Context: an optimization exercise on an open-source flow, tuned for small area. The choices shown serve that exercise and are no tape-out recipe. RTL that was checked went through simulation tests only; none was proved equivalent to the original. Function not checked in runs 2 and 3: the RTL went through the layout flow alone. Power is estimated from default activity; no workload was simulated.

### design/flow/design.v
module atm_code(input clk, input rst, input BTN3, BTN2, BTN1, input [3:0] SW,
                output reg [7:0] LED, output reg [6:0] digit4, digit3, digit2, digit1);
  localparam [3:0] IDLE = 4'd0;
  localparam [3:0] PE3 = 4'd1;
  localparam [3:0] PE2 = 4'd2;
  localparam [3:0] PE1 = 4'd3;
  localparam [3:0] LOCK = 4'd4;
  localparam [3:0] MENU = 4'd5;
  localparam [3:0] MONEY = 4'd6;
  localparam [3:0] WARN = 4'd7;
  localparam [3:0] PC3 = 4'd8;
  localparam [3:0] PC2 = 4'd9;
  localparam [3:0] PC1 = 4'd10;
  localparam [3:0] NEW = 4'd11;
  localparam [3:0] RSTC = 4'd12;
  reg [3:0] st, disp;
  reg [3:0] pin;
  reg [15:0] bal_d;   
  reg [4:0] pend;     
  reg [6:0] cnt;      
  reg [3:0] st_n;
  reg [4:0] pend_n;
  wire s = pend[4];
  wire [4:0] c;
  assign c[0] = s;
  genvar i;
  generate for (i = 0; i < 4; i = i + 1) begin : rca
    assign c[i+1] = (bal_d[i] & pend[i]) | (c[i] & (bal_d[i] ^ pend[i]));
  end endgenerate
  wire [15:0] bal;
  assign bal[3:0] = bal_d[3:0] ^ pend[3:0] ^ c[3:0];
  wire [16:4] k;
  assign k[4] = c[4] ^ s;
  generate for (i = 4; i < 16; i = i + 1) begin : incdec
    assign k[i+1] = k[i] & (bal_d[i] ^ s);
  end endgenerate
  assign bal[15:4] = bal_d[15:4] ^ k[15:4];
  wire inc = c[4] & ~s, dec = s & ~c[4];
  wire hi_nz = ~((bal_d[15:4] == 12'd0 & ~inc & ~dec) | (bal_d[15:4] == 12'hfff & inc) | (bal_d[15:4] == 12'd1 & dec));
  wire [4:0] g1, g0;
  assign g1[0] = 1'b1; assign g0[0] = 1'b0;
  generate for (i = 0; i < 4; i = i + 1) begin : cmp
    assign g1[i+1] = (bal[i] & ~SW[i]) | (g1[i] & (bal[i] | ~SW[i]));
    assign g0[i+1] = (bal[i] & ~SW[i]) | (g0[i] & (bal[i] | ~SW[i]));
  end endgenerate
  wire gt = hi_nz | g0[4];
  wire ge = hi_nz | g1[4];
  wire ok = (pin == SW);
  wire t100 = (cnt == 7'd22);
  wire t50 = (cnt == 7'd86);
  wire run = (st == LOCK) ? !t100 : (st == WARN) ? !t50 : 1'b0;
  wire [6:0] cnt_step = {cnt[5:0], ~(cnt[6] ^ cnt[5])};
  always @(*) begin
    pend_n = 5'd0;
    if (st == MONEY) begin
      if (BTN3) pend_n = {1'b0, SW};
      else if (BTN2 && ge) pend_n = {1'b1, ~SW};
    end
  end
  always @(*) begin
    st_n = st;
    case (st)
      IDLE: if (BTN3) st_n = PE3;
      PE3: if (BTN3) st_n = ok ? MENU : PE2; else if (BTN1) st_n = IDLE;
      PE2: if (BTN1) st_n = IDLE; else if (BTN3) st_n = ok ? MENU : PE1;
      PE1: if (BTN1) st_n = IDLE; else if (BTN3) st_n = ok ? MENU : LOCK;
      LOCK: if (t100) st_n = IDLE;
      MENU: if (BTN1) st_n = IDLE; else if (BTN3) st_n = MONEY; else if (BTN2) st_n = PC3;
      MONEY: if (BTN1) st_n = MENU; else if (BTN2 && !gt) st_n = WARN;
      WARN: if (t50) st_n = MONEY;
      PC3: if (BTN1) st_n = MENU; else if (BTN3) st_n = ok ? NEW : PC2;
      PC2: if (BTN1) st_n = MENU; else if (BTN3) st_n = ok ? NEW : PC1;
      PC1: if (BTN1) st_n = MENU; else if (BTN3) st_n = ok ? NEW : LOCK;
      NEW: if (BTN3) st_n = MENU;
      default: st_n = 4'bxxxx;
    endcase
  end
  always @(posedge clk or posedge rst) begin
    if (rst) begin
      st <= IDLE; disp <= RSTC; pin <= 4'd0; bal_d <= 16'd0; pend <= 5'd0;
    end else begin
      st <= st_n; disp <= st; bal_d <= bal; pend <= pend_n;
      if (st == NEW && BTN3) pin <= SW;
    end
  end
  always @(posedge clk) cnt <= run ? cnt_step : 7'd0;
  function [6:0] hex7(input [3:0] v);
    case (v)
      4'd0: hex7 = 7'b0000001;
      4'd1: hex7 = 7'b1001111;
      4'd2: hex7 = 7'b0010010;
      4'd3: hex7 = 7'b0000110;
      4'd4: hex7 = 7'b1001100;
      4'd5: hex7 = 7'b0100100;
      4'd6: hex7 = 7'b0100000;
      4'd7: hex7 = 7'b0001101;
      4'd8: hex7 = 7'b0000000;
      4'd9: hex7 = 7'b0000100;
      4'd10: hex7 = 7'b0001000;
      4'd11: hex7 = 7'b1100000;
      4'd12: hex7 = 7'b0110001;
      4'd13: hex7 = 7'b1000010;
      4'd14: hex7 = 7'b0110000;
      4'd15: hex7 = 7'b0111000;
    endcase
  endfunction
  always @(*) begin
    case (disp)
      IDLE: begin LED = 8'b00000001; digit4 = 7'b0110001; digit3 = 7'b0001000; digit2 = 7'b1111010; digit1 = 7'b1000010; end
      PE3: begin LED = 8'b10000000; digit4 = 7'b0011000; digit3 = 7'b0110000; digit2 = 7'b1111110; digit1 = 7'b0000110; end
      PE2: begin LED = 8'b11000000; digit4 = 7'b0011000; digit3 = 7'b0110000; digit2 = 7'b1111110; digit1 = 7'b0010010; end
      PE1: begin LED = 8'b11100000; digit4 = 7'b0011000; digit3 = 7'b0110000; digit2 = 7'b1111110; digit1 = 7'b1001111; end
      LOCK: begin LED = 8'b11111111; digit4 = 7'b0111000; digit3 = 7'b0001000; digit2 = 7'b1111001; digit1 = 7'b1110001; end
      MENU: begin LED = 8'b00010000; digit4 = 7'b0000001; digit3 = 7'b0011000; digit2 = 7'b0110000; digit1 = 7'b1101010; end
      MONEY: begin LED = 8'b00001000; digit4 = hex7(bal_d[15:12]); digit3 = hex7(bal_d[11:8]); digit2 = hex7(bal_d[7:4]); digit1 = hex7(bal_d[3:0]); end
      WARN: begin LED = 8'b11111111; digit4 = 7'b1111110; digit3 = 7'b1101010; digit2 = 7'b0001000; digit1 = 7'b1111110; end
      PC3: begin LED = 8'b00000100; digit4 = 7'b0011000; digit3 = 7'b0110001; digit2 = 7'b1111110; digit1 = 7'b0000110; end
      PC2: begin LED = 8'b00000110; digit4 = 7'b0011000; digit3 = 7'b0110001; digit2 = 7'b1111110; digit1 = 7'b0010010; end
      PC1: begin LED = 8'b00000111; digit4 = 7'b0011000; digit3 = 7'b0110001; digit2 = 7'b1111110; digit1 = 7'b1001111; end
      NEW: begin LED = 8'b00000010; digit4 = 7'b0011000; digit3 = 7'b0001000; digit2 = 7'b0100100; digit1 = 7'b0100100; end
      RSTC: begin LED = 8'b10101010; digit4 = 7'bx; digit3 = 7'bx; digit2 = 7'bx; digit1 = 7'bx; end
      default: begin LED = 8'bx; digit4 = 7'bx; digit3 = 7'bx; digit2 = 7'bx; digit1 = 7'bx; end
    endcase
  end
endmodule
### design/flow/flow/run.sh
#!/bin/bash
# Own layout flow: the standard synthesis, then the combinational logic between the
# standard synthesis's registers is re-mapped by ABC for area (registers, their names and
# cell types are kept as they are), then the standard layout from floorplan on, with
# the port buffers made of the smallest buffer cell.
set -euo pipefail
W=$(pwd)
R=$W/orfs/results/$FLOW_PLATFORM/atm_code/base
bash standard.sh synth > std_synth.log 2>&1
cp $R/1_2_yosys.v $W/synth_std.v
yosys -c flow/resyn.tcl > resyn.log 2>&1
openroad -no_init -exit flow/mkodb.tcl > mkodb.log 2>&1
bash standard.sh BUFFER_PORTS_ARGS="-buffer_cell sky130_fd_sc_hd__buf_1" finish > std_finish.log 2>&1
### design/flow/flow/area.abc
strash
&get -n
&deepsyn -T 20
&put
dch -f
amap
topo
### design/flow/flow/mkodb.tcl
# 1_synth.odb from the re-mapped netlist, as ORFS's synth_odb.tcl makes it from 1_2_yosys.v
set p $::env(FLOW_HOME)/platforms/sky130hd
set R orfs/results/$::env(FLOW_PLATFORM)/atm_code/base
read_lef $p/lef/sky130_fd_sc_hd.tlef
read_lef $p/lef/sky130_fd_sc_hd_merged.lef
read_liberty $p/lib/sky130_fd_sc_hd__tt_025C_1v80.lib
read_verilog resyn.v
link_design $::env(FLOW_TOP)
read_sdc $R/1_2_yosys.sdc
write_db $R/1_synth.odb
write_sdc -no_timestamp $R/1_synth.sdc
### design/flow/flow/resyn.tcl
# Re-map the combinational logic of the standard synthesis netlist; registers stay.
set lib $::env(FLOW_HOME)/platforms/sky130hd/lib/sky130_fd_sc_hd__tt_025C_1v80.lib
set du {-dont_use *probe* -dont_use *lpflow* -dont_use *clkbuf* -dont_use *clkinv* -dont_use *dlygate* -dont_use *clkdly*}
yosys read_liberty -ignore_miss_func -ignore_miss_dir $lib
yosys read_verilog synth_std.v
yosys hierarchy -top $::env(FLOW_TOP)
yosys blackbox sky130_fd_sc_hd__df* sky130_fd_sc_hd__edf* sky130_fd_sc_hd__sdf* sky130_fd_sc_hd__dl*
yosys flatten
yosys opt -full
yosys read_liberty -lib -overwrite -ignore_miss_func -ignore_miss_dir $lib
yosys abc -liberty $lib {*}$du -script flow/area.abc
yosys setundef -zero
yosys splitnets
yosys opt_clean -purge
yosys hilomap -singleton -hicell sky130_fd_sc_hd__conb_1 HI -locell sky130_fd_sc_hd__conb_1 LO
yosys insbuf -buf sky130_fd_sc_hd__buf_4 A X
yosys check -assert -mapped
yosys stat -liberty $lib
yosys write_verilog -noattr -nohex -nodec resyn.v
### design/flow/standard.sh
#!/bin/bash
# synth_recipe.tcl (not shown) runs the flow's synth.tcl, then flattens the netlist and writes it again
# the make line also repeats each setting of config.mk as NAME=value (left out here)
make -C /OpenROAD-flow-scripts/flow DESIGN_CONFIG=/design/flow/config.mk WORK_HOME=/design/flow/orfs CLKGATE_MAP_FILE= SYNTH_SCRIPT=/design/flow/synth_recipe.tcl "${@:-finish}"
### design/flow/config.mk
export PLATFORM = sky130hd
export DESIGN_NAME = atm_code
export DESIGN_NICKNAME = atm_code
export VERILOG_FILES = /design/flow/design.v
export SDC_FILE = /design/flow/constraint.sdc
export NUM_CORES = 4
export LEC_CHECK = 0
export CAP_MARGIN = 20
export CORE_MARGIN = 2
export CORE_UTILIZATION = 40
export SLEW_MARGIN = 20
### design/flow/constraint.sdc
create_clock -name core_clock -period 5.0 [get_ports {clk}]
set_input_delay 1.0000 -clock core_clock [delete_from_list [all_inputs] [get_ports {clk}]]
set_output_delay 1.0000 -clock core_clock [all_outputs]
set_load 0.01 [all_outputs]
==> flow_summary.ini, run 1 <==
[outcome]
outcome = finished clean

[min_path]
worst_hold_class = reg2reg

[clocking]
cts_num_sinks = 40
cts-resized-gates = 0
clkTransAtPathRegs_ns = 0.08
cts_made_buffers = 5
htree_levels = 2
cts_setup_buffers = 0
worst_skew_pair.late_latency_ns = 0.29
ctsRootBufferMaster = clkbuf_8
cts_tree = yes
hold_buffers = 0
cts.path.max_buffers = 2

[routing]
drtAntennaViolNets = 0
first_iter_violations = 187
drt-total-wl_mm = 7.526
remaining_drc_errors = 0
wire_per_inst_um = 13.54
routed_via_density = 5.423
pre_repair_dr_iteration_count = 6
dr_total_vias = 3015

[global_routing]
first_global_vias = 2728
wire_length_of_the_first_global_routing_pass_mm = 12.36
globalRouteOverflowTotal = 0
grt.total_usage_pct = 18.17
pin_count_of_the_biggest_net_entering_global_routing = 34
antenna_found_initial = 0

[power]
p_sw_share_pct = 53.44
leakagePower_nw = 1.346
cellInternalPower_mw = 1.080
irDropWorstVdd_mv = 0.1902
netSwitchingPower_mw = 1.239
pwr-share-comb_pct = 61.5
power_frac_clock_pct = 11.3
power_frac_seq_pct = 27.3
power.density_cell_area_mw_per_mm2 = 737.3

[setup_path]
ff2ff_setup_slack_ns = 0.66
worst-endpoint-required_ns = 5.16
timing.critical_path.arrival_ns = 4.50
critPathCaptureType = flop
critical_path.max_fanout = 8
crit_type = reg2reg
critPathLaunchType = flop

[timing]
final.min_clock_period_ns = 4.336
fin_worst_hold_slack_ns = 0.4406
relative_slew_slack_pct = 49.18
max_clock_skew_ns = 0.007253
worst_slew_pin_slew_ns = 0.7553
drv_slew = 0
timing.fmax_ghz = 0.2306
period_utilization_pct = 86.72
final.setup.tns_ns = 0
report.final.setup_viol = 0
rsz_0062_raised_after_global_routing = no
final-hold-violation-count = 0

[floorplanning]
fp.dieArea_mm2 = 0.008174
floorplan.rows = 31
boundaryPins = 45
floorplan.initialDensity_pct = 41.18
die_y_um = 90.41
chipWidth_um = 90.41
design.core.area_mm2 = 0.007253

[finish]
layout.cells.non_filler = 556
post-route-util_pct = 43.37
fillCellCount = 782
final_layout_size_suffix_gt1_share_pct = 3.063
design.final.nets = 465
layout-area-overhead-vs-synth_pct = 5.321
leading_cell_types_in_the_layout_fill_and_taps_excluded = nor2_1, inv_1, o21ai_0, buf_1, nand2_1
seqCellArea_um2 = 968.4
antennaDiodeCount = 0
final_common_cell = nor2_1
multi_input_comb_area_mm2 = 0.001529

[placement]
io_buffers = 44
dp.final_hpwl_mm = 5.885
gp_congestion = 0.9139
placed_cells = 548

[logic_synthesis]
yosysWarnings = 1
synthesis.area_per_instance_um2 = 6.819
syn-cell-area_mm2 = 0.002987
post_synth_inst_count = 438
mappedNetlistNets = 447

[job]
cap_viol_max_count = 0
## path summary, 6_finish.rpt
kind / startpoint / end / depth (start not counted)
max: bal_d[0] / st[1] / 23
min: cnt[4] / cnt[5] / 2
max reg2reg: bal_d[0] / st[1] / 23
min reg2reg: cnt[4] / cnt[5] / 2
max in group asynchronous: rst / disp[2] / 3
min in group asynchronous: rst / bal_d[12] / 3
## area by class of cell
type / instances / area share, %
Sequential cell: 40 / 30.79
Clock buffer: 5 / 2.188
Timing Repair Buffer: 47 / 5.967
Clock inverter: 3 / 1.352
Tap cell: 99 / 3.938
Inverter: 60 / 7.160
Multi-Input combinational cell: 302 / 48.61
## power groups by stage
stage                     logic, mW  clock network [mW]  registers, mW
final                          1.43               0.261          0.632
after CTS                      1.41               0.269          0.626
after global placement         1.40                   0          0.633
after floorplan                1.31                   0          0.579
after global routing           1.60               0.283          0.657
after detailed placement       1.40                   0          0.632
## worst max-delay path, stage by stage (launching register included)
cell       delay [ns]
dfrtp_1          0.47
nand2_1          0.10
nand2_1          0.07
o21ai_0          0.14
a21oi_1          0.23
nand2_1          0.08
o21ai_0          0.11
nand2_1          0.09
o21ai_0          0.17
and3_1           0.23
o22ai_1          0.13
inv_1            0.10
o221ai_1         0.16
inv_1            0.13
o21ai_0          0.15
or3_1            0.38
nor2_1           0.15
o21ai_0          0.16
nor3_1           0.20
o311ai_0         0.18
nand3_1          0.14
nand3_1          0.19
a2111oi_0        0.37
a21oi_1          0.07
## registers in the layout, indices dropped and copies added, names as in the netlist
signal and count:
bal_d 16, st 4, disp 4, cnt 7, pend 5, pin 4
## metal layers
layer | global-route usage [%] | part of all wire [%] | up-vias | wire, um
li1 | - | - | 1508 | -
met1 | 24.76 | 45 | 1353 | 3417
met2 | 29.82 | 45 | 136 | 3416
met3 | 3.005 | 6.9 | 18 | 521
met4 | 5.128 | 2.3 | 0 | 170
met5 | 0 | 0 | - | 0
## per-stage QoR
| stage | setup WS [ns] | cell area (um2) | power, mW |
|---|---|---|---|
| after CTS | 0.7233 | 3139 | 2.306 |
| final | 0.6640 | 3146 | 2.319 |
| after global placement | 1.004 | 3028 | 2.038 |
| after detailed placement | 0.7456 | 3028 | 2.036 |
| after global routing | 0.1749 | 3146 | 2.536 |
| after floorplan | 1.284 | 2987 | 1.887 |
==> run 2, diff against run 1 <==
--- a/design/flow/design.v
+++ b/design/flow/design.v
@@ -17,6 +17,7 @@
   reg [3:0] pin;
   reg [15:0] bal_d;   
-  reg [4:0] pend;     
-  reg [6:0] cnt;      
+  reg [6:0] x;
+  wire isMd = (disp == MONEY);   
+  wire [4:0] pend = isMd ? x[4:0] : 5'd0;
   reg [3:0] st_n;
   reg [4:0] pend_n;
@@ -47,8 +48,8 @@
   wire ge = hi_nz | g1[4];
   wire ok = (pin == SW);
-  wire t100 = (cnt == 7'd22);
-  wire t50 = (cnt == 7'd86);
-  wire run = (st == LOCK) ? !t100 : (st == WARN) ? !t50 : 1'b0;
-  wire [6:0] cnt_step = {cnt[5:0], ~(cnt[6] ^ cnt[5])};
+  wire t100 = (x == 7'd22);
+  wire t50 = ~isMd & (x == 7'd43);
+  wire run = (st == LOCK) ? !t100 : (st == WARN) ? (!t50 & !isMd) : 1'b0;
+  wire [6:0] x_step = {x[5:0], ~(x[6] ^ x[5])};
   always @(*) begin
     pend_n = 5'd0;
@@ -78,11 +79,11 @@
   always @(posedge clk or posedge rst) begin
     if (rst) begin
-      st <= IDLE; disp <= RSTC; pin <= 4'd0; bal_d <= 16'd0; pend <= 5'd0;
+      st <= IDLE; disp <= RSTC; pin <= 4'd0; bal_d <= 16'd0;
     end else begin
-      st <= st_n; disp <= st; bal_d <= bal; pend <= pend_n;
+      st <= st_n; disp <= st; bal_d <= bal;
       if (st == NEW && BTN3) pin <= SW;
     end
   end
-  always @(posedge clk) cnt <= run ? cnt_step : 7'd0;
+  always @(posedge clk) x <= {2'b00, pend_n} | (run ? x_step : 7'd0);
   function [6:0] hex7(input [3:0] v);
     case (v)
==> design/flow/flow/run.sh (replaced) <==
#!/bin/bash
# Own layout flow: the standard synthesis, then the combinational logic between the
# standard synthesis's registers is re-mapped by ABC for area (registers, their names and
# cell types are kept as they are), then the standard layout from floorplan on, with
# the port buffers made of the smallest buffer cell and a clock tree of few, small buffers.
set -euo pipefail
W=$(pwd)
R=$W/orfs/results/$FLOW_PLATFORM/atm_code/base
bash standard.sh synth > std_synth.log 2>&1
cp $R/1_2_yosys.v $W/synth_std.v
yosys -c flow/resyn.tcl > resyn.log 2>&1
openroad -no_init -exit flow/mkodb.tcl > mkodb.log 2>&1
bash standard.sh BUFFER_PORTS_ARGS="-buffer_cell sky130_fd_sc_hd__buf_1" \
  CTS_ARGS="$(cat flow/cts_args.txt)" finish > std_finish.log 2>&1
==> design/flow/flow/cts_args.txt (new file) <==
-buf_list sky130_fd_sc_hd__clkbuf_16 -root_buf sky130_fd_sc_hd__clkbuf_16 -sink_clustering_enable -sink_clustering_size 50 -sink_clustering_max_diameter 500 -dont_use_dummy_load
==> flow_summary.ini, run 2 <==
[outcome]
outcome = finished clean

[placement]
gp_congestion = 1.004
dp.final_hpwl_mm = 6.564
detailedPlace.worstSlack_ns = 0.9513
detailed_place.area_mm2 = 0.002997
placed_cells = 560
io_buffers = 44

[finish]
largest_reg_flops = 16
largestRegisters = bal_d (16), x (7)
multi_input_comb_area_mm2 = 0.001594
antennaDiodeCount = 0
post-route-cell-area_mm2 = 0.003122
top_register = bal_d
final_layout_size_suffix_gt1_share_pct = 1.717
fillCellCount = 789
layout-area-overhead-vs-synth_pct = 5.097
layout.cells.non_filler = 565
final_common_cell = nor2_1
post-route-util_pct = 43.27
leading_cell_types_in_the_layout_fill_and_taps_excluded = nor2_1, inv_1, buf_1, o21ai_0, nand2_1
seqCellArea_um2 = 843.3
design.final.nets = 477

[timing]
final.min_clock_period_ns = 4.054
rsz_0062_raised_after_global_routing = no
relative_slew_slack_pct = 51.85
final.setup.tns_ns = 0
worst_slew_pin_slew_ns = 0.7156
timing.final.ws_setup_ns = 0.9455
final-hold-violation-count = 0
fin_worst_hold_slack_ns = 0.4999
report.final.setup_viol = 0
timing.fmax_ghz = 0.2466
drv_slew = 0
period_utilization_pct = 81.09
max_clock_skew_ns = 0.01548

[clocking]
cts_made_buffers = 5
htree_levels = 2
cts_setup_buffers = 0
cts_num_sinks = 35
cts_tree = yes
worst_skew_pair.late_latency_ns = 0.28
cts-resized-gates = 0
cts.path.max_buffers = 2
clkTransAtPathRegs_ns = 0.05
hold_buffers = 0
ctsRootBufferMaster = clkbuf_16

[setup_path]
critical_path.max_fanout = 9
critPathMostFrequentCell = inv_1
critical_path_buffer_and_inverter_count = 5
critPathCaptureType = flop
critPathLaunchType = flop
worstPathCellList = inv_1 -> nor2_1 -> inv_1 -> nor2_1 -> o221ai_1 -> inv_1 -> o221ai_1 -> inv_1 -> o21ai_0 -> nor2_1 -> a21boi_0 -> a2111oi_0 -> inv_1 -> o2111ai_1 -> o221ai_1
cp_top_family = compound AO/OA/AOI/OAI gates
timing.critical_path.arrival_ns = 4.20
crit_type = reg2reg
cp_slowest_cell = dfrtp_1
worst-endpoint-required_ns = 5.15
max_stage_delay_ns = 0.51

[logic_synthesis]
yosysWarnings = 1
synthesis.area_per_instance_um2 = 6.572
post_synth_inst_count = 452
mappedNetlistNets = 461
syn-cell-area_mm2 = 0.002970

[routing]
wire_per_inst_um = 14.77
drt-total-wl_mm = 8.343
pre_repair_dr_iteration_count = 6
routed_via_density = 5.641
dr_total_vias = 3187
first_iter_violations = 352
remaining_drc_errors = 0
drtAntennaViolNets = 0

[global_routing]
grt.total_usage_pct = 20.77
globalRouteOverflowTotal = 0
antenna_found_initial = 0
wire_length_of_the_first_global_routing_pass_mm = 13.95
pin_count_of_the_biggest_net_entering_global_routing = 29
first_global_vias = 2884

[floorplanning]
boundaryPins = 45
die_y_um = 90.18
floorplan.initialDensity_pct = 41.17
design.core.area_mm2 = 0.007214
floorplan.rows = 31
chipWidth_um = 90.18
fp.dieArea_mm2 = 0.008132

[power]
irDropWorstVdd_mv = 0.2346
power.density_cell_area_mw_per_mm2 = 641.5
leakagePower_nw = 1.287
fin_total_pwr_mw = 2.003

[job]
cap_viol_max_count = 0

[min_path]
worst_hold_class = reg2reg
==> run 2: path summary, 6_finish.rpt <==
check | from | slack (ns) | endpoint | depth (start not counted)
hold reg to reg | st[3] | 0.50 | disp[3] | 0
max in group asynchronous | rst | 3.92 | disp[3] | 3
min in group asynchronous | rst | 0.76 | pin[3] | 3
setup / recovery | disp[1] | 0.95 | x[2] | 15
setup reg to reg | disp[1] | 0.95 | x[2] | 15
hold / removal | st[3] | 0.50 | disp[3] | 0
==> run 2: where the power goes <==
part	internal [mW]	switching, mW	leakage [nW]
registers	0.373	0.135	0.410
clock network	0.175	0.0999	0.0616
logic	0.413	0.806	0.816
total	0.961	1.04	1.29
==> run 2: layer usage <==
layer  vias to the layer above  wire (um)  part of all wire, %  global-route usage, %
met3                        14        602                  7.2                  3.018
met2                       165       3693                   44                  32.77
met5                         -          0                    0                      0
met1                      1453       3906                   47                  29.31
met4                         0        140                  1.7                  6.667
li1                       1555          -                    -                      -
==> run 2: final cells by class <==
| cell class | count | area share [%] |
|---|---|---|
| tap | 99 | 3.968 |
| multi-input combinational | 311 | 51.06 |
| clock buffer | 5 | 4.008 |
| sequential | 35 | 27.01 |
| timing repair buffer | 45 | 5.531 |
| inverter | 70 | 8.417 |
==> run 3, diff against run 2 <==
==> design/flow/flow/cts_args.txt (replaced) <==
-buf_list sky130_fd_sc_hd__clkbuf_8 -root_buf sky130_fd_sc_hd__clkbuf_8 -dont_use_dummy_load
==> flow_summary.ini, run 3 <==
[outcome]
outcome = finished clean

[global_routing]
globalRouteOverflowTotal = 0
wire_length_of_the_first_global_routing_pass_mm = 13.83
grt.busiest_layer = met2
grt.total_usage_pct = 20.44
first_global_vias = 2871
fraction_of_met1_tracks_used_by_global_routing_pct = 29.17
groute.layer.met3.usage_pct = 3.269
globalRouteMet2Util_pct = 32.08
pin_count_of_the_biggest_net_entering_global_routing = 29
antenna_found_initial = 0

[placement]
gp_congestion = 1.004
io_buffers = 44
dp.final_hpwl_mm = 6.564

[timing]
final.setup.tns_ns = 0
timing.fmax_ghz = 0.2470
max_clock_skew_ns = 0.02429
final.min_clock_period_ns = 4.049
period_utilization_pct = 80.98
rsz_0062_raised_after_global_routing = no
worst_slew_pin_slew_ns = 0.6941
final-hold-violation-count = 0
relative_slew_slack_pct = 53.30
report.final.setup_viol = 0
drv_slew = 0

[clocking]
cts-resized-gates = 0
cts_made_buffers = 5
cts_num_sinks = 35
worst_skew_pair.late_latency_ns = 0.29
cts_tree = yes
cts_setup_buffers = 0
hold_buffers = 0
ctsRootBufferMaster = clkbuf_8
cts.path.max_buffers = 2
htree_levels = 2
clkTransAtPathRegs_ns = 0.07

[setup_path]
critPathLaunchType = flop
worstPathCellList = inv_1 -> o22ai_1 -> nor2_1 -> o21ai_0 -> nor2_1 -> a21oi_1 -> nor2b_1 -> o22ai_1 -> inv_1 -> o221ai_1 -> inv_1 -> o221ai_1 -> inv_1 -> o21ai_0 -> nor2_1 -> a21boi_0 -> a2111oi_0 -> inv_1 -> o2111ai_1 -> o221ai_1
critPathMostFrequentCell = inv_1
timing.critical_path.arrival_ns = 4.21
critical_path.max_fanout = 8
worst-endpoint-required_ns = 5.16
critPathCaptureType = flop
cp_top_family = compound AO/OA/AOI/OAI gates
critical_path_buffer_and_inverter_count = 5
crit_type = reg2reg
max_stage_delay_ns = 0.47
cp_slowest_cell = dfxtp_1

[routing]
routed_via_density = 5.628
first_iter_violations = 308
remaining_drc_errors = 0
pre_repair_dr_iteration_count = 6
wire_per_inst_um = 14.62
dr_total_vias = 3180
drt-total-wl_mm = 8.261
drtAntennaViolNets = 0

[power]
leakagePower_nw = 1.262
irDropWorstVdd_mv = 0.2140
power.density_cell_area_mw_per_mm2 = 620.4

[min_path]
worst_hold_class = reg2reg

[job]
cap_viol_max_count = 0

[logic_synthesis]
mappedNetlistNets = 461
synthesis.area_per_instance_um2 = 6.572
syn-cell-area_mm2 = 0.002970
yosysWarnings = 1
post_synth_inst_count = 452

[floorplanning]
fp.dieArea_mm2 = 0.008132
chipWidth_um = 90.18
die_y_um = 90.18
boundaryPins = 45
floorplan.rows = 31
design.core.area_mm2 = 0.007214
floorplan.initialDensity_pct = 41.17

[finish]
largest_reg_flops = 16
largestRegisters = bal_d (16), x (7)
final_common_cell = nor2_1
design.final.nets = 477
top_register = bal_d
layout-area-overhead-vs-synth_pct = 3.201
final_layout_size_suffix_gt1_share_pct = 1.717
antennaDiodeCount = 0
leading_cell_types_in_the_layout_fill_and_taps_excluded = nor2_1, inv_1, buf_1, o21ai_0, nand2_1
post-route-util_pct = 42.49
[run 3: cell count changes in the layout (fill, tap and decap cells not counted)]
| cell | previous run | this run |
|---|---|---|
| clkbuf_16 | 5 | 0 |
| clkbuf_8 | 0 | 5 |
[run 3: area by class of cell]
type	instances	area, um2
Inverter	70	262.8
Clock buffer	5	68.82
Sequential cell	35	843.3
Multi-Input combinational cell	311	1594
Timing Repair Buffer	45	172.7
Fill cell	788	4149
Tap cell	99	123.9
[run 3: metrics by stage]
step	power, mW	instance area (um2)	cells	setup WS (ns)	hold slack, ns
final	1.902	3065	565	0.9511	0.4953
after global routing	2.082	3065	565	0.2836	0.5136
after floorplan	1.592	2970	452	1.651	0.4017
after global placement	1.703	2997	560	1.179	0.4937
after detailed placement	1.703	2997	560	0.9513	0.4910
after CTS	1.887	3065	565	0.9823	0.4921
[run 3: final timing paths]
| path | startpoint | end | slack, ns | cells past startpoint |
|---|---|---|---|---|
| worst max-delay path | x[4] | x[2] | 0.95 | 20 |
| worst min-delay path | st[2] | disp[2] | 0.50 | 0 |
| worst max register to register | x[4] | x[2] | 0.95 | 20 |
| worst min register to register | st[2] | disp[2] | 0.50 | 0 |
| max in group asynchronous | rst | disp[3] | 3.91 | 3 |
| min in group asynchronous | rst | bal_d[14] | 0.75 | 3 |
[run 3: layer usage]
layer  routed length (um)  vias up
li1                     -     1554
met1                 3866     1462
met2                 3602      150
met3                  666       14
met4                  125        0
met5                    0        -
[run 3: worst register-to-register path, stage by stage, from the launching register on]
cell and delay, ns:
dfxtp_1 0.47, inv_1 0.18, o22ai_1 0.22, nor2_1 0.07
o21ai_0 0.19, nor2_1 0.08, a21oi_1 0.20, nor2b_1 0.20
o22ai_1 0.10, inv_1 0.09, o221ai_1 0.14, inv_1 0.12
o221ai_1 0.16, inv_1 0.10, o21ai_0 0.18, nor2_1 0.23
a21boi_0 0.13, a2111oi_0 0.45, inv_1 0.08, o2111ai_1 0.37
o221ai_1 0.15
[run 3: report_power, final]
part	switching, mW	total (mW)	internal (mW)
combinational	0.803	1.22	0.413
clock	0.0892	0.179	0.0894
sequential	0.135	0.508	0.373
==> run 4, diff against run 3 <==
--- a/design/flow/design.v
+++ b/design/flow/design.v
@@ -5,13 +5,13 @@
   localparam [3:0] PE2 = 4'd2;
   localparam [3:0] PE1 = 4'd3;
-  localparam [3:0] LOCK = 4'd4;
+  localparam [3:0] LOCK = 4'd11;
   localparam [3:0] MENU = 4'd5;
-  localparam [3:0] MONEY = 4'd6;
-  localparam [3:0] WARN = 4'd7;
+  localparam [3:0] MONEY = 4'd15;
+  localparam [3:0] WARN = 4'd12;
   localparam [3:0] PC3 = 4'd8;
   localparam [3:0] PC2 = 4'd9;
   localparam [3:0] PC1 = 4'd10;
-  localparam [3:0] NEW = 4'd11;
-  localparam [3:0] RSTC = 4'd12;
+  localparam [3:0] NEW = 4'd4;
+  localparam [3:0] RSTC = 4'd7;
   reg [3:0] st, disp;
   reg [3:0] pin;
--- a/design/flow/flow/run.sh
+++ b/design/flow/flow/run.sh
@@ -11,4 +11,4 @@
 yosys -c flow/resyn.tcl > resyn.log 2>&1
 openroad -no_init -exit flow/mkodb.tcl > mkodb.log 2>&1
-bash standard.sh BUFFER_PORTS_ARGS="-buffer_cell sky130_fd_sc_hd__buf_1" \
+bash standard.sh $(cat flow/make_args.txt) BUFFER_PORTS_ARGS="-buffer_cell sky130_fd_sc_hd__buf_1" \
   CTS_ARGS="$(cat flow/cts_args.txt)" finish > std_finish.log 2>&1
==> design/flow/flow/cts_args.txt (replaced) <==
-buf_list sky130_fd_sc_hd__clkbuf_4 -root_buf sky130_fd_sc_hd__clkbuf_8 -sink_clustering_enable -sink_clustering_size 10 -dont_use_dummy_load
==> design/flow/flow/make_args.txt (new file) <==
GPL_TIMING_DRIVEN=0
==> flow_summary.ini, run 4 <==
[timing]
final.setup.tns_ns = 0
max_clock_skew_ns = 0.02486
relative_slew_slack_pct = 41.26
worst_slew_pin_slew_ns = 0.8731
drv_slew = 0
final-hold-violation-count = 0
final.min_clock_period_ns = 4.559
timing.final.ws_setup_ns = 0.4407
timing.fmax_ghz = 0.2193
report.final.setup_viol = 0
period_utilization_pct = 91.19
fin_worst_hold_slack_ns = 0.4504

[job]
cap_viol_max_count = 0

[global_routing]
globalRouteOverflowTotal = 0
grt.total_usage_pct = 20.15
first_global_vias = 2697
antenna_found_initial = 0
wire_length_of_the_first_global_routing_pass_mm = 12.61
pin_count_of_the_biggest_net_entering_global_routing = 29

[setup_path]
worstPathCellList = inv_2 -> o22ai_1 -> nor2_1 -> o21ai_1 -> nor2b_2 -> o22ai_2 -> nor2b_1 -> o22ai_1 -> nor3_1 -> a31oi_1 -> nor4_2 -> o22ai_1 -> nor2_1 -> inv_1 -> nor2_2 -> nand2_2 -> a221oi_4 -> a41oi_1 -> a2111oi_2 -> o211ai_1 -> a41oi_1 -> nand2_1 -> o21ai_0 -> a32oi_1
timing.critical_path.arrival_ns = 4.73
critPathCaptureType = flop
crit_type = reg2reg
worst-endpoint-required_ns = 5.17
cp_top_family = compound AO/OA/AOI/OAI gates
critPathMostFrequentCell = o22ai_1
critical_path.max_fanout = 7
cp_slowest_cell = dfrtp_1
critical_path_buffer_and_inverter_count = 2
max_stage_delay_ns = 0.45
critPathLaunchType = flop

[logic_synthesis]
syn-cell-area_mm2 = 0.002913
synthesis.area_per_instance_um2 = 6.590
mappedNetlistNets = 451
post_synth_inst_count = 442
yosysWarnings = 1

[finish]
largest_reg_flops = 16
leading_cell_types_in_the_layout_fill_and_taps_excluded = nor2_1, inv_1, buf_1, buf_4, o21ai_0
largestRegisters = bal_d (16), x (7)
antennaDiodeCount = 0
final_common_cell = nor2_1
post-route-util_pct = 47.37
final_layout_size_suffix_gt1_share_pct = 12.88
top_register = bal_d
layout-area-overhead-vs-synth_pct = 16.07
layout.cells.non_filler = 596
design.final.nets = 508

[clocking]
htree_levels = 2
cts.path.max_buffers = 2
worst_skew_pair.late_latency_ns = 0.29
cts_made_buffers = 5
ctsRootBufferMaster = clkbuf_8
cts_tree = yes
clkTransAtPathRegs_ns = 0.08
cts_num_sinks = 35

[routing]
pre_repair_dr_iteration_count = 5
drt-total-wl_mm = 7.973
wire_per_inst_um = 13.38
first_iter_violations = 243
dr_total_vias = 3222
routed_via_density = 5.406
drtAntennaViolNets = 0
remaining_drc_errors = 0

[outcome]
outcome = finished clean

[placement]
detailedPlace.worstSlack_ns = -0.8214
placed_cells = 585
gp_congestion = 0.9193
dp.final_hpwl_mm = 6.217
io_buffers = 44

[floorplanning]
floorplan.rows = 31
floorplan.initialDensity_pct = 40.81
die_y_um = 89.34
chipWidth_um = 89.34
boundaryPins = 45
design.core.area_mm2 = 0.007137
fp.dieArea_mm2 = 0.007981

[power]
power.density_cell_area_mw_per_mm2 = 489.5
leakagePower_nw = 1.380
irDropWorstVdd_mv = 0.1613

[min_path]
worst_hold_class = reg2reg
==> run 4: worst register-to-register path, stage by stage (launching register included) <==
cell	delay, ns
dfrtp_1	0.45
inv_2	0.14
o22ai_1	0.11
nor2_1	0.14
o21ai_1	0.12
nor2b_2	0.19
o22ai_2	0.14
nor2b_1	0.20
o22ai_1	0.11
nor3_1	0.23
a31oi_1	0.13
nor4_2	0.29
o22ai_1	0.15
nor2_1	0.15
inv_1	0.08
nor2_2	0.15
nand2_2	0.11
a221oi_4	0.22
a41oi_1	0.11
a2111oi_2	0.43
o211ai_1	0.14
a41oi_1	0.22
nand2_1	0.13
o21ai_0	0.18
a32oi_1	0.12
==> run 4: worst paths after layout <==
kind                          start         to  slack (ns)  depth (start not counted)
min                           st[1]    disp[1]        0.45                          0
min reg2reg                   st[1]    disp[1]        0.45                          0
max reg2reg                bal_d[0]      st[1]        0.44                         24
min in group asynchronous       rst  bal_d[15]        0.76                          2
max                        bal_d[0]      st[1]        0.44                         24
max in group asynchronous       rst   bal_d[8]        3.79                          2
==> run 4: power breakdown <==
part	internal (mW)	leakage, nW	switching, mW
combinational	0.482	0.923	0.566
clock	0.0895	0.0359	0.0929
sequential	0.345	0.421	0.0794
==> run 4: final cells by class <==
class	count	area, um2
tap	99	123.9
buffer	36	270.3
sequential	35	848.3
clock buffer	5	68.82
multi-input combinational	304	1600
inverter	67	259.0
timing repair buffer	50	210.2
fill	759	3756
==> run 4: timing repair <==
item                       in CTS  in global routing
pin swaps                       0                  3
buffers inserted                1                  5
setup endpoints to repair       7                  7
hold buffers                    0                  0
resized for setup               7                 11
==> run 4: through the flow <==
stage                     total power [mW]  instance area [um2]
after floorplan                      1.196                 2913
after global placement               1.455                 3202
after detailed placement             1.461                 3202
after CTS                            1.654                 3303
after global routing                 1.801                 3381
final                                1.655                 3381
==> run 4: metal layers <==
metal / part of all wire, % / wire, um / vias to the layer above / GRT usage (%)
li1: - / - / 1619 / -
met1: 47 / 3752 / 1467 / 27.86
met2: 45 / 3625 / 128 / 32.05
met3: 6.2 / 498 / 8 / 3.324
met4: 1.2 / 96 / 0 / 6.649
met5: 0 / 0 / - / 0
==> run 5, diff against run 4 <==
==> design/flow/flow/cts_args.txt (replaced) <==
-buf_list sky130_fd_sc_hd__clkbuf_4 -root_buf sky130_fd_sc_hd__clkbuf_4 -sink_clustering_enable -sink_clustering_max_diameter 40 -dont_use_dummy_load
==> flow_summary.ini, run 5 <==
[global_routing]
pin_count_of_the_biggest_net_entering_global_routing = 29
first_global_vias = 2702
antenna_found_initial = 0
grt.total_usage_pct = 20.13
globalRouteOverflowTotal = 0
wire_length_of_the_first_global_routing_pass_mm = 12.59

[floorplanning]
design.core.area_mm2 = 0.007137
die_y_um = 89.34
boundaryPins = 45
floorplan.initialDensity_pct = 40.81
fp.dieArea_mm2 = 0.007981
floorplan.rows = 31
chipWidth_um = 89.34

[setup_path]
critPathLaunchType = flop
worst-endpoint-required_ns = 5.24
timing.critical_path.arrival_ns = 4.78
cp_slowest_cell = dfrtp_1
max_stage_delay_ns = 0.46
critical_path_buffer_and_inverter_count = 2
crit_type = reg2reg
ff2ff_setup_slack_ns = 0.46
critPathCaptureType = flop
worstPathCellList = inv_2 -> o22ai_1 -> nor2_1 -> o21ai_1 -> nor2b_2 -> o22ai_2 -> nor2b_1 -> o22ai_1 -> nor3_1 -> a31oi_1 -> nor4_2 -> o22ai_1 -> nor2_1 -> inv_1 -> nor2_2 -> nand2_2 -> a221oi_4 -> a41oi_1 -> a2111oi_2 -> o211ai_1 -> a41oi_1 -> nand2_1 -> o21ai_0 -> a32oi_1
critPathMostFrequentCell = o22ai_1
critical_path.max_fanout = 7
cp_top_family = compound AO/OA/AOI/OAI gates

[logic_synthesis]
post_synth_inst_count = 442
synthesis.area_per_instance_um2 = 6.590
mappedNetlistNets = 451
yosysWarnings = 1
syn-cell-area_mm2 = 0.002913

[clocking]
cts_made_buffers = 5
ctsRootBufferMaster = clkbuf_4
cts_num_sinks = 35
worst_skew_pair.late_latency_ns = 0.35
clkTransAtPathRegs_ns = 0.12
hold_buffers = 0
htree_levels = 2
cts_tree = yes
cts.path.max_buffers = 2

[placement]
detailedPlace.worstSlack_ns = -0.8214
detailed_place.area_mm2 = 0.003202
dp.final_hpwl_mm = 6.217
io_buffers = 44
gp_congestion = 0.9193

[timing]
final-hold-violation-count = 0
rsz_0062_raised_after_global_routing = no
fin_worst_hold_slack_ns = 0.4628
worst_slew_pin_slew_ns = 0.8669
timing.fmax_ghz = 0.2201
relative_slew_slack_pct = 41.68
final.min_clock_period_ns = 4.543
report.final.setup_viol = 0
timing.final.ws_setup_ns = 0.4567
max_clock_skew_ns = 0.03912
period_utilization_pct = 90.87
drv_slew = 0

[routing]
pre_repair_dr_iteration_count = 5
routed_via_density = 5.362
wire_per_inst_um = 13.35
drt-total-wl_mm = 7.957
first_iter_violations = 208
drtAntennaViolNets = 0
dr_total_vias = 3196
remaining_drc_errors = 0

[finish]
top_register = bal_d
final_common_cell = nor2_1
post-route-util_pct = 46.93
leading_cell_types_in_the_layout_fill_and_taps_excluded = nor2_1, inv_1, buf_1, buf_4, o21ai_0
antennaDiodeCount = 0
final_layout_size_suffix_gt1_share_pct = 12.88
multi_input_comb_area_mm2 = 0.001600
fillCellCount = 763
largest_reg_flops = 16
post-route-cell-area_mm2 = 0.003349
layout-area-overhead-vs-synth_pct = 14.99
design.final.nets = 508
seqCellArea_um2 = 848.3
largestRegisters = bal_d (16), x (7)

[power]
netSwitchingPower_mw = 0.7329
p_sw_share_pct = 45.61
power.density_cell_area_mw_per_mm2 = 479.7
power_frac_clock_pct = 8.3
pwr-share-comb_pct = 65.2
power_frac_seq_pct = 26.5
irDropWorstVdd_mv = 0.1931
cellInternalPower_mw = 0.8738
leakagePower_nw = 1.367
fin_total_pwr_mw = 1.607

[outcome]
outcome = finished clean

[min_path]
worst_hold_class = reg2reg

[job]
cap_viol_max_count = 0
## run 5: power by group through the flow
| stage | sequential, mW | combinational [mW] | clock (mW) |
|---|---|---|---|
| finish | 0.425 | 1.05 | 0.134 |
| global route | 0.435 | 1.17 | 0.150 |
| CTS | 0.422 | 1.04 | 0.140 |
| detailed placement | 0.429 | 1.03 | 0 |
| global placement | 0.427 | 1.03 | 0 |
| floorplan | 0.400 | 0.796 | 0 |
## run 5: what timing repair did
item,4_1_cts,5_1_grt
endpoints found under the setup margin,7,7
gates cloned,0,0
pin swaps,0,3
gates resized for setup,7,11
buffers inserted,1,5
hold endpoints to repair,0,0
## run 5: worst reg2reg max path, cell delays in order (launching register included)
cell,delay [ns]
dfrtp_1,0.46
inv_2,0.14
o22ai_1,0.11
nor2_1,0.14
o21ai_1,0.12
nor2b_2,0.19
o22ai_2,0.14
nor2b_1,0.20
o22ai_1,0.11
nor3_1,0.23
a31oi_1,0.13
nor4_2,0.29
o22ai_1,0.15
nor2_1,0.15
inv_1,0.08
nor2_2,0.15
nand2_2,0.11
a221oi_4,0.22
a41oi_1,0.11
a2111oi_2,0.43
o211ai_1,0.14
a41oi_1,0.22
nand2_1,0.13
o21ai_0,0.18
a32oi_1,0.12
## run 5: metrics by stage
| stage | TNS, ns | cells |
|---|---|---|
| floorplan | 0 | 442 |
| global route | 0 | 596 |
| finish | 0 | 596 |
| detailed placement | -3.984 | 585 |
| CTS | 0 | 591 |
| global placement | -4.061 | 585 |
## run 5: final cells by class
class | count | area share (%)
plain buffers | 36 | 8.069
clock buffers | 5 | 1.121
inverters | 67 | 7.733
multi-input cells | 304 | 47.78
flip-flops and latches | 35 | 25.33
well taps | 99 | 3.698
repair buffers | 50 | 6.276
## run 5: path summary, 6_finish.rpt
| check | start | to | cells past startpoint |
|---|---|---|---|
| max in group asynchronous | rst | bal_d[8] | 2 |
| min in group asynchronous | rst | bal_d[15] | 2 |
| min | st[1] | disp[1] | 0 |
| max reg2reg | bal_d[0] | st[1] | 24 |
| min reg2reg | st[1] | disp[1] | 0 |
| max | bal_d[0] | st[1] | 24 |
## run 5: layer usage
metal / vias to the layer above / routed length, um / track usage [%] / part of all wire (%)
met4: 0 / 90 / 6.649 / 1.1
met5: - / 0 / 0 / 0
met1: 1445 / 3772 / 27.80 / 47
met2: 126 / 3625 / 32.05 / 46
li1: 1619 / - / - / -
met3: 6 / 469 / 3.324 / 5.9
==> run 6, diff against run 5 <==
==> design/flow/flow/cts_args.txt (replaced) <==
-buf_list sky130_fd_sc_hd__clkbuf_4 -root_buf sky130_fd_sc_hd__clkbuf_4 -sink_clustering_enable -sink_clustering_size 10 -dont_use_dummy_load
--- a/design/flow/flow/resyn.tcl
+++ b/design/flow/flow/resyn.tcl
@@ -7,4 +7,5 @@
 yosys blackbox sky130_fd_sc_hd__df* sky130_fd_sc_hd__edf* sky130_fd_sc_hd__sdf* sky130_fd_sc_hd__dl*
 yosys flatten
+yosys rename -hide w:*.*
 yosys opt -full
 yosys read_liberty -lib -overwrite -ignore_miss_func -ignore_miss_dir $lib
@@ -12,4 +13,5 @@
 yosys setundef -zero
 yosys splitnets
+yosys rename -hide w:*.*
 yosys opt_clean -purge
 yosys hilomap -singleton -hicell sky130_fd_sc_hd__conb_1 HI -locell sky130_fd_sc_hd__conb_1 LO
==> flow_summary.ini, run 6 <==
[outcome]
outcome = finished clean

[finish]
post-route-cell-area_mm2 = 0.003105
post-route-util_pct = 48.63
top_register = bal_d
final_layout_size_suffix_gt1_share_pct = 7.328
design.final.nets = 475
fillCellCount = 661
final_common_cell = nor2_1
layout-area-overhead-vs-synth_pct = 17.52
antennaDiodeCount = 0
largestRegisters = bal_d (16), x (7)
leading_cell_types_in_the_layout_fill_and_taps_excluded = nor2_1, inv_1, buf_1, o21ai_0, nand2_1
largest_reg_flops = 16

[global_routing]
antenna_found_initial = 0
grt.total_usage_pct = 21.35
wire_length_of_the_first_global_routing_pass_mm = 12.56
grt.busiest_layer = met2
groute.layer.met3.usage_pct = 3.502
first_global_vias = 2640
pin_count_of_the_biggest_net_entering_global_routing = 29
globalRouteMet2Util_pct = 34.09
globalRouteOverflowTotal = 0
fraction_of_met1_tracks_used_by_global_routing_pct = 29.93

[placement]
gp_congestion = 0.8859
dp.final_hpwl_mm = 6.064
detailedPlace.worstSlack_ns = -1.201
io_buffers = 44
detailed_place.area_mm2 = 0.002904

[clocking]
cts_tree = yes
cts.path.max_buffers = 2
cts_made_buffers = 5
clkTransAtPathRegs_ns = 0.10
ctsRootBufferMaster = clkbuf_4
cts_num_sinks = 35
worst_skew_pair.late_latency_ns = 0.34
htree_levels = 2
hold_buffers = 0

[setup_path]
critical_path.max_fanout = 10
crit_type = reg2reg
critPathCaptureType = flop
timing.critical_path.arrival_ns = 4.83
r2r.worst_path.cells = 21
critPathLaunchType = flop
worst-endpoint-required_ns = 5.23

[power]
leakagePower_nw = 1.210
power.density_cell_area_mw_per_mm2 = 443.1
irDropWorstVdd_mv = 0.3187
fin_total_pwr_mw = 1.376

[logic_synthesis]
synthesis.area_per_instance_um2 = 6.509
post_synth_inst_count = 406
yosysWarnings = 1
syn-cell-area_mm2 = 0.002643
mappedNetlistNets = 415

[timing]
final-hold-violation-count = 0
final.min_clock_period_ns = 4.602
max_clock_skew_ns = 0.01741
timing.final.ws_setup_ns = 0.3982
relative_slew_slack_pct = 44.07
fin_worst_hold_slack_ns = 0.4682
drv_slew = 0
worst_slew_pin_slew_ns = 0.8312
period_utilization_pct = 92.04
timing.fmax_ghz = 0.2173
report.final.setup_viol = 0

[floorplanning]
floorplan.initialDensity_pct = 41.38
floorplan.rows = 29
die_y_um = 85.28
design.core.area_mm2 = 0.006386
fp.dieArea_mm2 = 0.007273
boundaryPins = 45
chipWidth_um = 85.28

[routing]
drtAntennaViolNets = 0
drt-total-wl_mm = 7.888
pre_repair_dr_iteration_count = 5
first_iter_violations = 235
routed_via_density = 5.769
wire_per_inst_um = 14.58
remaining_drc_errors = 0
dr_total_vias = 3121

[min_path]
worst_hold_class = reg2reg
holdPathStages = 0

[job]
cap_viol_max_count = 0
[run 6: path summary, 6_finish.rpt]
check,end,slack [ns],startpoint
worst max-delay path,st[1],0.40,disp[0]
worst min-delay path,disp[2],0.47,st[2]
worst max register to register,st[1],0.40,disp[0]
worst min register to register,disp[2],0.47,st[2]
max in group asynchronous,bal_d[6],3.87,rst
min in group asynchronous,pin[3],0.70,rst
[run 6: per-layer routing]
| layer | wire length (um) | part of all wire [%] |
|---|---|---|
| met3 | 629 | 8.0 |
| met1 | 3581 | 45 |
| met2 | 3566 | 45 |
| met4 | 110 | 1.4 |
| met5 | 0 | 0 |
[run 6: through the flow]
step | std cells | TNS, ns
global placement | 527 | -5.996
detailed placement | 527 | -6.550
finish | 541 | 0
CTS | 533 | 0
global route | 541 | -0.06629
floorplan | 406 | 0
[run 6: timing repair]
action | 4_1_cts | 5_1_grt
setup endpoints to repair | 7 | 7
setup buffers | 1 | 8
pin swaps | 1 | 3
gates resized for setup | 10 | 12
[run 6: cell type report]
class / count / area (um2) / share of cell area [%]
Multi-Input combinational cell: 304 / 1632 / 52.54
Tap cell: 77 / 96.34 / 3.102
Clock buffer: 5 / 37.54 / 1.209
Timing Repair Buffer: 53 / 232.7 / 7.494
Inverter: 67 / 259.0 / 8.340
Sequential cell: 35 / 848.3 / 27.32
[run 6: worst max-delay path: stages (launching register included)]
cell and delay (ns):
dfstp_2 0.59, nand2_1 0.14, nor2_1 0.28, inv_1 0.26, nor2_4 0.23, clkinvlp_4 0.14
nor3_2 0.17, a31oi_2 0.10, nor4_4 0.31, o22ai_2 0.13, nor2_1 0.14, inv_1 0.07
nor2_1 0.16, nand2_1 0.16, a221oi_4 0.24, a41oi_1 0.11, a2111oi_2 0.46, o211ai_1 0.15
a41oi_1 0.22, nand2_1 0.13, o21ai_0 0.17, a32oi_1 0.11
[run 6: report_power, final]
part	leakage [nW]	switching, mW	internal [mW]	total (mW)
Combinational	0.766	0.537	0.284	0.822
Sequential	0.421	0.0751	0.345	0.420
Clock	0.0230	0.0875	0.0470	0.135
==> run 7, diff against run 6 <==
==> design/flow/flow/make_args.txt (replaced) <==
GPL_TIMING_DRIVEN=1
==> flow_summary.ini, run 7 <==
[setup_path]
critPathLaunchType = flop
worstPathCellList = inv_1 -> o22ai_1 -> nor2_1 -> o21ai_1 -> nor2b_2 -> o22ai_2 -> nor2b_1 -> o22ai_1 -> a31oi_1 -> nor4_2 -> o22ai_1 -> nor2_1 -> inv_1 -> nor2_1 -> nand2_1 -> a221oi_2 -> a41oi_1 -> a2111oi_2 -> o211ai_1 -> a41oi_1 -> nand2_1 -> o21ai_0 -> a32oi_1
crit_type = reg2reg
worst-endpoint-required_ns = 5.21
cp_slowest_cell = a2111oi_2
critPathCaptureType = flop
max_stage_delay_ns = 0.42
critical_path_buffer_and_inverter_count = 2
cp_top_family = compound AO/OA/AOI/OAI gates
timing.critical_path.arrival_ns = 4.73
critical_path.max_fanout = 4

[global_routing]
grt.total_usage_pct = 22.14
wire_length_of_the_first_global_routing_pass_mm = 13.25
pin_count_of_the_biggest_net_entering_global_routing = 29
globalRouteOverflowTotal = 0
antenna_found_initial = 0
first_global_vias = 2849

[timing]
final-hold-violation-count = 0
relative_slew_slack_pct = 45.34
final.setup.tns_ns = 0
report.final.setup_viol = 0
timing.fmax_ghz = 0.2210
period_utilization_pct = 90.51
final.min_clock_period_ns = 4.526
fin_worst_hold_slack_ns = 0.4508
max_clock_skew_ns = 0.01791
worst_slew_pin_slew_ns = 0.8124
drv_slew = 0

[routing]
drtAntennaViolNets = 0
pre_repair_dr_iteration_count = 5
drt-total-wl_mm = 7.947
routed_via_density = 5.780
remaining_drc_errors = 0
first_iter_violations = 210
wire_per_inst_um = 14.72
dr_total_vias = 3121

[clocking]
ctsRootBufferMaster = clkbuf_4
hold_buffers = 0
worst_skew_pair.late_latency_ns = 0.34
htree_levels = 2
cts_made_buffers = 5
cts.path.max_buffers = 2
cts_tree = yes
clkTransAtPathRegs_ns = 0.10
cts_num_sinks = 35

[finish]
design.final.nets = 474
final_layout_size_suffix_gt1_share_pct = 5.184
layout-area-overhead-vs-synth_pct = 14.87
layout.cells.non_filler = 540
largestRegisters = bal_d (16), x (7)
top_register = bal_d
largest_reg_flops = 16
final_common_cell = nor2_1
antennaDiodeCount = 0
leading_cell_types_in_the_layout_fill_and_taps_excluded = nor2_1, inv_1, buf_1, o21ai_0, nand2_1

[floorplanning]
design.core.area_mm2 = 0.006386
die_y_um = 85.28
chipWidth_um = 85.28
floorplan.initialDensity_pct = 41.38
fp.dieArea_mm2 = 0.007273
floorplan.rows = 29
boundaryPins = 45

[logic_synthesis]
yosysWarnings = 1
synthesis.area_per_instance_um2 = 6.509
mappedNetlistNets = 415
syn-cell-area_mm2 = 0.002643
post_synth_inst_count = 406

[power]
power.density_cell_area_mw_per_mm2 = 452.8
leakagePower_nw = 1.197
irDropWorstVdd_mv = 0.3654
fin_total_pwr_mw = 1.374

[job]
cap_viol_max_count = 0

[placement]
io_buffers = 44
dp.final_hpwl_mm = 6.241
gp_congestion = 1.002
placed_cells = 534

[outcome]
outcome = finished clean

[min_path]
worst_hold_class = reg2reg
run 7: per-stage QoR:
| stage | util, % | setup slack [ns] | cell area (um2) |
|---|---|---|---|
| after floorplan | - | 0.4993 | 2643 |
| after global placement | 46.30 | 0.3277 | 2957 |
| after detailed placement | 46.30 | 0.03720 | 2957 |
| after CTS | 46.90 | 0.08241 | 2995 |
| after global routing | 47.53 | -0.04403 | 3035 |
| final | 47.53 | 0.4744 | 3035 |
run 7: what timing repair did:
action                     in CTS  in global routing
setup endpoints to repair       1                  7
setup buffers                   0                  1
gates resized for setup         1                  9
pin swaps                       0                  1
run 7: cell type report:
type                            instances  area [um2]
Timing Repair Buffer                   52       225.2
Multi-Input combinational cell        304        1579
Clock buffer                            5       37.54
Sequential cell                        35       845.8
Fill cell                             683        3351
Inverter                               67       251.5
Tap cell                               77       96.34
run 7: per-layer routing:
| metal | track usage [%] | up-vias | part of all wire [%] |
|---|---|---|---|
| met2 | 36.36 | 116 | 47 |
| met5 | 0 | - | 0 |
| met4 | 6.494 | 0 | 1.1 |
| met3 | 3.016 | 8 | 5.6 |
| li1 | - | 1554 | - |
| met1 | 30.39 | 1443 | 47 |
run 7: final timing paths:
check | startpoint | end | slack, ns | depth (start not counted)
worst max-delay path | x[0] | st[1] | 0.47 | 23
min in group asynchronous | rst | bal_d[4] | 0.69 | 3
max in group asynchronous | rst | disp[2] | 3.98 | 3
worst min-delay path | st[1] | disp[1] | 0.45 | 0
worst min register to register | st[1] | disp[1] | 0.45 | 0
worst max register to register | x[0] | st[1] | 0.47 | 23
run 7: report_power, final:
part	total [mW]	internal, mW	leakage [nW]	switching [mW]
registers	0.422	0.346	0.418	0.0764
logic	0.818	0.286	0.756	0.532
clock network	0.135	0.0470	0.0230	0.0876
total	1.37	0.678	1.20	0.696
==> run 8, diff against run 7 <==
--- a/design/flow/flow/run.sh
+++ b/design/flow/flow/run.sh
@@ -11,4 +11,4 @@
 yosys -c flow/resyn.tcl > resyn.log 2>&1
 openroad -no_init -exit flow/mkodb.tcl > mkodb.log 2>&1
-bash standard.sh $(cat flow/make_args.txt) BUFFER_PORTS_ARGS="-buffer_cell sky130_fd_sc_hd__buf_1" \
+bash standard.sh BUFFER_PORTS_ARGS="-buffer_cell sky130_fd_sc_hd__buf_1" \
   CTS_ARGS="$(cat flow/cts_args.txt)" finish > std_finish.log 2>&1
==> design/flow/flow/cts_args.txt (replaced) <==
-buf_list sky130_fd_sc_hd__clkbuf_4 -root_buf sky130_fd_sc_hd__clkbuf_4 -sink_clustering_enable -dont_use_dummy_load
--- a/design/flow/flow/resyn.tcl
+++ b/design/flow/flow/resyn.tcl
@@ -7,5 +7,4 @@
 yosys blackbox sky130_fd_sc_hd__df* sky130_fd_sc_hd__edf* sky130_fd_sc_hd__sdf* sky130_fd_sc_hd__dl*
 yosys flatten
-yosys rename -hide w:*.*
 yosys opt -full
 yosys read_liberty -lib -overwrite -ignore_miss_func -ignore_miss_dir $lib
@@ -13,5 +12,4 @@
 yosys setundef -zero
 yosys splitnets
-yosys rename -hide w:*.*
 yosys opt_clean -purge
 yosys hilomap -singleton -hicell sky130_fd_sc_hd__conb_1 HI -locell sky130_fd_sc_hd__conb_1 LO
removed: design/flow/flow/make_args.txt
==> flow_summary.ini, run 8 <==
[routing]
dr_total_vias = 3057
first_iter_violations = 156
drt-total-wl_mm = 7.872
met3RoutedLength_um = 505
met1_length_mm = 3.673
wl_met2_mm = 3.494
routed_via_density = 5.449
highest_layer = met4
remaining_drc_errors = 0
wire_per_inst_um = 14.03
pre_repair_dr_iteration_count = 5
drtAntennaViolNets = 0

[global_routing]
antenna_found_initial = 0
grt.total_usage_pct = 19.62
pin_count_of_the_biggest_net_entering_global_routing = 29
first_global_vias = 2625
wire_length_of_the_first_global_routing_pass_mm = 12.23
globalRouteOverflowTotal = 0

[power]
power.density_cell_area_mw_per_mm2 = 448.0
netSwitchingPower_mw = 0.6894
p_sw_share_pct = 50.52
fin_total_pwr_mw = 1.365
power_frac_clock_pct = 10.1
power_frac_seq_pct = 31.2
leakagePower_nw = 1.180
pwr-share-comb_pct = 58.7
cellInternalPower_mw = 0.6753
irDropWorstVdd_mv = 0.1728

[timing]
drv_slew = 0
fin_worst_hold_slack_ns = 0.4514
rsz_0062_raised_after_global_routing = no
worst_slew_pin_slew_ns = 0.7948
timing.final.ws_setup_ns = 0.4490
timing.fmax_ghz = 0.2197
final.setup.tns_ns = 0
final-hold-violation-count = 0
report.final.setup_viol = 0
relative_slew_slack_pct = 46.53
period_utilization_pct = 91.02
final.min_clock_period_ns = 4.551
max_clock_skew_ns = 0.03183

[clocking]
cts_tree = yes
cts_setup_buffers = 0
cts_made_buffers = 5
hold_buffers = 0
ctsRootBufferMaster = clkbuf_4
clkTransAtPathRegs_ns = 0.12
cts_num_sinks = 35
worst_skew_pair.late_latency_ns = 0.35
htree_levels = 2
cts.path.max_buffers = 2

[placement]
io_buffers = 44
dp.final_hpwl_mm = 6.162
gp_congestion = 0.9558
detailed_place.area_mm2 = 0.002984
detailedPlace.worstSlack_ns = -0.01067

[setup_path]
cp_top_family = compound AO/OA/AOI/OAI gates
max_stage_delay_ns = 0.42
critPathCaptureType = flop
timing.critical_path.arrival_ns = 4.80
worst-endpoint-required_ns = 5.25
worstPathCellList = inv_1 -> o22ai_1 -> nor2_1 -> o21ai_0 -> nor2b_1 -> o22ai_1 -> nor2b_1 -> o22ai_1 -> a31oi_1 -> nor4_2 -> o22ai_1 -> nor2_1 -> inv_1 -> nor2_1 -> nand2_1 -> a221oi_2 -> a41oi_1 -> a2111oi_2 -> o211ai_1 -> a41oi_1 -> nand2_1 -> o21ai_0 -> a32oi_1
critPathLaunchType = flop
critical_path.max_fanout = 7
cp_slowest_cell = dfxtp_2
critical_path_buffer_and_inverter_count = 2
critPathMostFrequentCell = o22ai_1
crit-reg2reg-launch = x[4]
crit_type = reg2reg
critical_path.startpoint = x[4]

[finish]
final_common_cell = nor2_1
post-route-cell-area_mm2 = 0.003047
layout-area-overhead-vs-synth_pct = 4.596
final_layout_size_suffix_gt1_share_pct = 4.545
design.final.nets = 473
top_register = bal_d
antennaDiodeCount = 0
largestRegisters = bal_d (16), x (7)
leading_cell_types_in_the_layout_fill_and_taps_excluded = nor2_1, inv_1, buf_1, o21ai_0, nand2_1
largest_reg_flops = 16

[floorplanning]
fp.dieArea_mm2 = 0.007981
chipWidth_um = 89.34
floorplan.initialDensity_pct = 40.81
floorplan.rows = 31
design.core.area_mm2 = 0.007137
die_y_um = 89.34
boundaryPins = 45

[job]
cap_viol_max_count = 0

[outcome]
outcome = finished clean

[logic_synthesis]
yosysWarnings = 1
synthesis.area_per_instance_um2 = 6.590
syn-cell-area_mm2 = 0.002913
post_synth_inst_count = 442
mappedNetlistNets = 451

[min_path]
worst_hold_class = reg2reg
origin_of_the_worst_min_delay_path = st[1]
-- run 8: layout make-up --
| cell class | instances | area [um2] |
|---|---|---|
| Fill cell | 791 | 4090 |
| Multi-Input combinational cell | 304 | 1570 |
| Sequential cell | 35 | 845.8 |
| Inverter | 67 | 251.5 |
| Timing Repair Buffer | 51 | 217.7 |
| Tap cell | 99 | 123.9 |
| Clock buffer | 5 | 37.54 |
-- run 8: power by group through the flow --
stage               registers, mW  clock network [mW]  logic (mW)
finish                      0.425               0.138       0.801
global route                0.437               0.152       0.908
CTS                         0.424               0.143       0.798
detailed placement          0.430                   0       0.793
global placement            0.430                   0       0.794
floorplan                   0.400                   0       0.796
-- run 8: what timing repair did --
action | CTS | global route
endpoints found under the setup margin | 1 | 7
gates resized for setup | 1 | 6
pin swaps | 0 | 1
-- run 8: stage by stage --
step | utilization, % | std cells
3_3_place_gp | 41.81 | 556
6_report | 42.69 | 561
3_5_place_dp | 41.81 | 556
5_1_grt | 42.69 | 561
2_1_floorplan | - | 442
4_1_cts | 42.36 | 561
-- run 8: path summary, 6_finish.rpt --
kind,end,slack (ns),depth (start not counted)
setup / recovery,st[1],0.45,23
max in group asynchronous,bal_d[6],4.00,3
hold reg to reg,disp[1],0.45,0
setup reg to reg,st[1],0.45,23
min in group asynchronous,st[2],0.67,3
hold / removal,disp[1],0.45,0
-- run 8: worst reg2reg max path, stage by stage (launching register included) --
cell       delay, ns
dfxtp_2         0.42
inv_1           0.16
o22ai_1         0.23
nor2_1          0.08
o21ai_0         0.26
nor2b_1         0.21
o22ai_1         0.12
nor2b_1         0.18
o22ai_1         0.22
a31oi_1         0.22
nor4_2          0.25
o22ai_1         0.15
nor2_1          0.14
inv_1           0.07
nor2_1          0.15
nand2_1         0.12
a221oi_2        0.26
a41oi_1         0.11
a2111oi_2       0.36
o211ai_1        0.15
a41oi_1         0.22
nand2_1         0.11
o21ai_0         0.17
a32oi_1         0.11
-- run 8: routing by layer --
layer / track usage, % / vias up
met5: 0 / -
met4: 7.870 / 0
met3: 2.862 / 21
met1: 27.69 / 1354
met2: 30.17 / 143
li1: - / 1539

==> static timing again, ports no longer ideal <==
How much do the figures lean on ideal ports? The routed layouts below were timed once more, with nothing changed but the port constraints.
Step 1, drivers: a clkbuf_16 drives clk and a buf_2 each remaining input, both assumed.
Step 2 adds t to the input delays and takes it off the output delays; t is the mean of the earliest and latest rising clock arrival at the registers after step 1. Input paths then give back, and output paths get back, about the clock's delay inside the block.
a / b / c = no drivers / after step 1 / after step 2; a / b = the first two.
run	shift t [ns]	setup WS [ns]	clock arrival spread, ns
run 1	0.315	0.664 / 0.664 / 0.664	0.007 / 0.007
run 2	0.303	0.946 / 0.946 / 0.946	0.016 / 0.016
run 3	0.303	0.951 / 0.951 / 0.951	0.025 / 0.024
run 4	0.307	0.441 / 0.441 / 0.441	0.025 / 0.025
run 5	0.356	0.457 / 0.457 / 0.457	0.040 / 0.040
run 6	0.356	0.398 / 0.398 / 0.398	0.017 / 0.018
run 7	0.355	0.474 / 0.474 / 0.474	0.018 / 0.018
run 8	0.362	0.449 / 0.449 / 0.449	0.032 / 0.032
After both steps every run listed still meets setup and hold.
